Context: an optimization exercise on an open-source flow, tuned for small area, a short achievable clock period and few clock cycles. The choices shown serve that exercise and are no tape-out recipe. The RTL was checked by simulation tests, not by an equivalence proof against the original design. Power figures rest on the tool's default switching activity, not on a simulated workload.

exp/delta:
Design CPU_top, start of the top module:
module CPU_top (
  input  wire                     clk,
  input  wire                     reset,            
  input  wire [32-1:0]       if_bus_rd_data,
  input  wire                     if_bus_rdy,
  input  wire                     if_bus_grnt,
  output wire                     if_bus_req,
  output wire [30-1:0]  if_bus_addr,
  output wire                     if_bus_as,
  input  wire [32-1:0]       mem_bus_rd_data,
  input  wire                     mem_bus_rdy,
  input  wire                     mem_bus_grnt,
  output wire                     mem_bus_req,
  output wire [30-1:0]  mem_bus_addr,
  output wire                     mem_bus_as,
  output wire                     mem_bus_rw,
  output wire [32-1:0]       mem_bus_wr_data
);
Size in the first run: about 0.049 mm2 of cells after synthesis.
export LEC_CHECK = 0
export ABC_CLOCK_PERIOD_IN_PS = 4400
export CAP_MARGIN = 20
export CORE_MARGIN = 2
export CORE_UTILIZATION = 40
export CTS_BUF_LIST = sky130_fd_sc_hd__clkbuf_16
export CTS_CLUSTER_DIAMETER = 100
export CTS_CLUSTER_SIZE = 24
export PLACE_DENSITY = 0.6
export SETUP_SLACK_MARGIN = 5
export SLEW_MARGIN = 20
export SYNTH_HIERARCHICAL = 1
export SYNTH_MINIMUM_KEEP_SIZE = 0
create_clock -name core_clock -period 10.0 [get_ports {clk}]
standard.sh (not shown) runs the stock make flow with config.mk's settings and CLKGATE_MAP_FILE= SYNTH_SCRIPT=/design/flow/synth_recipe.tcl, a recipe that flattens the netlist after the stock synthesis.
==> flow/flow/run.sh <==
#!/bin/bash
# The standard layout (the standard.sh), with a tighter setup repair target and
# small buffers on the ports.  Each step's full output is in orfs/logs; make's output
# goes to flow.log here.
set -euo pipefail
bash standard.sh SETUP_SLACK_MARGIN=5.7 \
  "BUFFER_PORTS_ARGS=-buffer_cell sky130_fd_sc_hd__buf_1" finish > flow.log 2>&1
No stage failed in exp/delta, and the final checks on the layout all came back clean.
Testbench counts of exp/delta, summed over its fixed seeds: cycles 50,315.
The following lists how exp/quartz was set up differently from exp/delta:
--- a/flow/config.mk
+++ b/flow/config.mk
@@ -6,5 +6,4 @@
 export NUM_CORES = 4
 export LEC_CHECK = 0
-export ABC_CLOCK_PERIOD_IN_PS = 4400
 export CAP_MARGIN = 20
 export CORE_MARGIN = 2
### Flow results
From exp/delta to exp/quartz the numbers moved as follows: cell count after synthesis was more or less identical, count of clock-buffer cells in the layout was more or less identical, count of final setup violators was more or less identical, via count was more or less identical, post-layout instance area was more or less identical. As far as worst setup slack goes, exp/delta and exp/quartz are indistinguishable; the numbers are identical. Between exp/delta and exp/quartz, the horizontal die dimension does not differ in any meaningful way. Core region area: exp/delta vs exp/quartz — no meaningful difference. Reported for exp/quartz and exp/delta, wire length turned out identical to the last digit.
Changes in exp/harbor relative to exp/quartz:
--- a/flow/config.mk
+++ b/flow/config.mk
@@ -12,5 +12,5 @@
 export CTS_CLUSTER_DIAMETER = 100
 export CTS_CLUSTER_SIZE = 24
-export PLACE_DENSITY = 0.6
+export PLACE_DENSITY = 0.5
 export SETUP_SLACK_MARGIN = 5
 export SLEW_MARGIN = 20
==> run summary <==
As far as power is concerned, exp/harbor and exp/quartz perform about the same.
For combinational share of power, exp/harbor and exp/quartz come out practically identical.
Post-route cell area: exp/harbor vs exp/quartz, no meaningful difference
[exp/harbor vs exp/quartz] post-detailed-route via-to-cell ratio: lower in exp/harbor
On number of multi-input logic gates, exp/quartz and exp/harbor are neck and neck.
From exp/quartz to exp/harbor, CTS H-tree depth did not move at all.
Between exp/quartz and exp/harbor, global-route usage increased.
Status: sequential cell area share parity (exp/quartz, exp/harbor)
Taking exp/quartz as the reference, in exp/harbor total length of routed met2 wires increased by about 13% relative to the old numbers; worst path setup slack after routing higher.
Relative to exp/harbor, the following input files were edited for exp/amber:
--- a/flow/config.mk
+++ b/flow/config.mk
@@ -8,9 +8,9 @@
 export CAP_MARGIN = 20
 export CORE_MARGIN = 2
-export CORE_UTILIZATION = 40
+export CORE_UTILIZATION = 45
 export CTS_BUF_LIST = sky130_fd_sc_hd__clkbuf_16
 export CTS_CLUSTER_DIAMETER = 100
 export CTS_CLUSTER_SIZE = 24
-export PLACE_DENSITY = 0.5
+export PLACE_DENSITY = 0.65
 export SETUP_SLACK_MARGIN = 5
 export SLEW_MARGIN = 20
## What came out
- NOTE clock network power exp/harbor->exp/amber decreased slightly
- Changes observed in exp/amber relative to exp/harbor: total wirelength of the detailed-routed design went down by 9.1%, global-route total usage across every layer rose 0.88 points, cell area dropped 1.2%.

## re-timing with driven ports
The results above use ideal ports. As a check the final layouts listed here were re-extracted and re-timed, cells and wires unchanged. Step 1, drivers: a clkbuf_16 drives clk and a buf_2 each remaining input, both assumed. Step 2 moves the port delays by t, midway between the first and last clock arrival at a register: inputs arrive t later, outputs are due t later. That takes back most of the time a late clock gives input paths. Three values: ideal, step 1, step 2; two values: the first two.
| run | t (ns) | setup WS [ns] | hold WS [ns] | slew at the worst register clock pin (ns) |
|---|---|---|---|---|
| exp/delta | 0.805 | 5.653 / 5.627 / 5.203 | 0.299 / 0.299 / 0.299 | 0.11 / 0.11 |
| exp/quartz | 0.805 | 5.653 / 5.627 / 5.203 | 0.299 / 0.299 / 0.299 | 0.11 / 0.11 |
| exp/harbor | 0.806 | 5.681 / 5.632 / 5.067 | 0.314 / 0.314 / 0.314 | 0.11 / 0.11 |
| exp/amber | 0.794 | 5.667 / 5.619 / 5.028 | 0.336 / 0.336 / 0.336 | 0.10 / 0.10 |
After both steps every run listed still meets setup and hold. The setup slack of exp/amber, which loses most, moves by -0.048 ns with the drivers and by -0.639 ns with both steps.
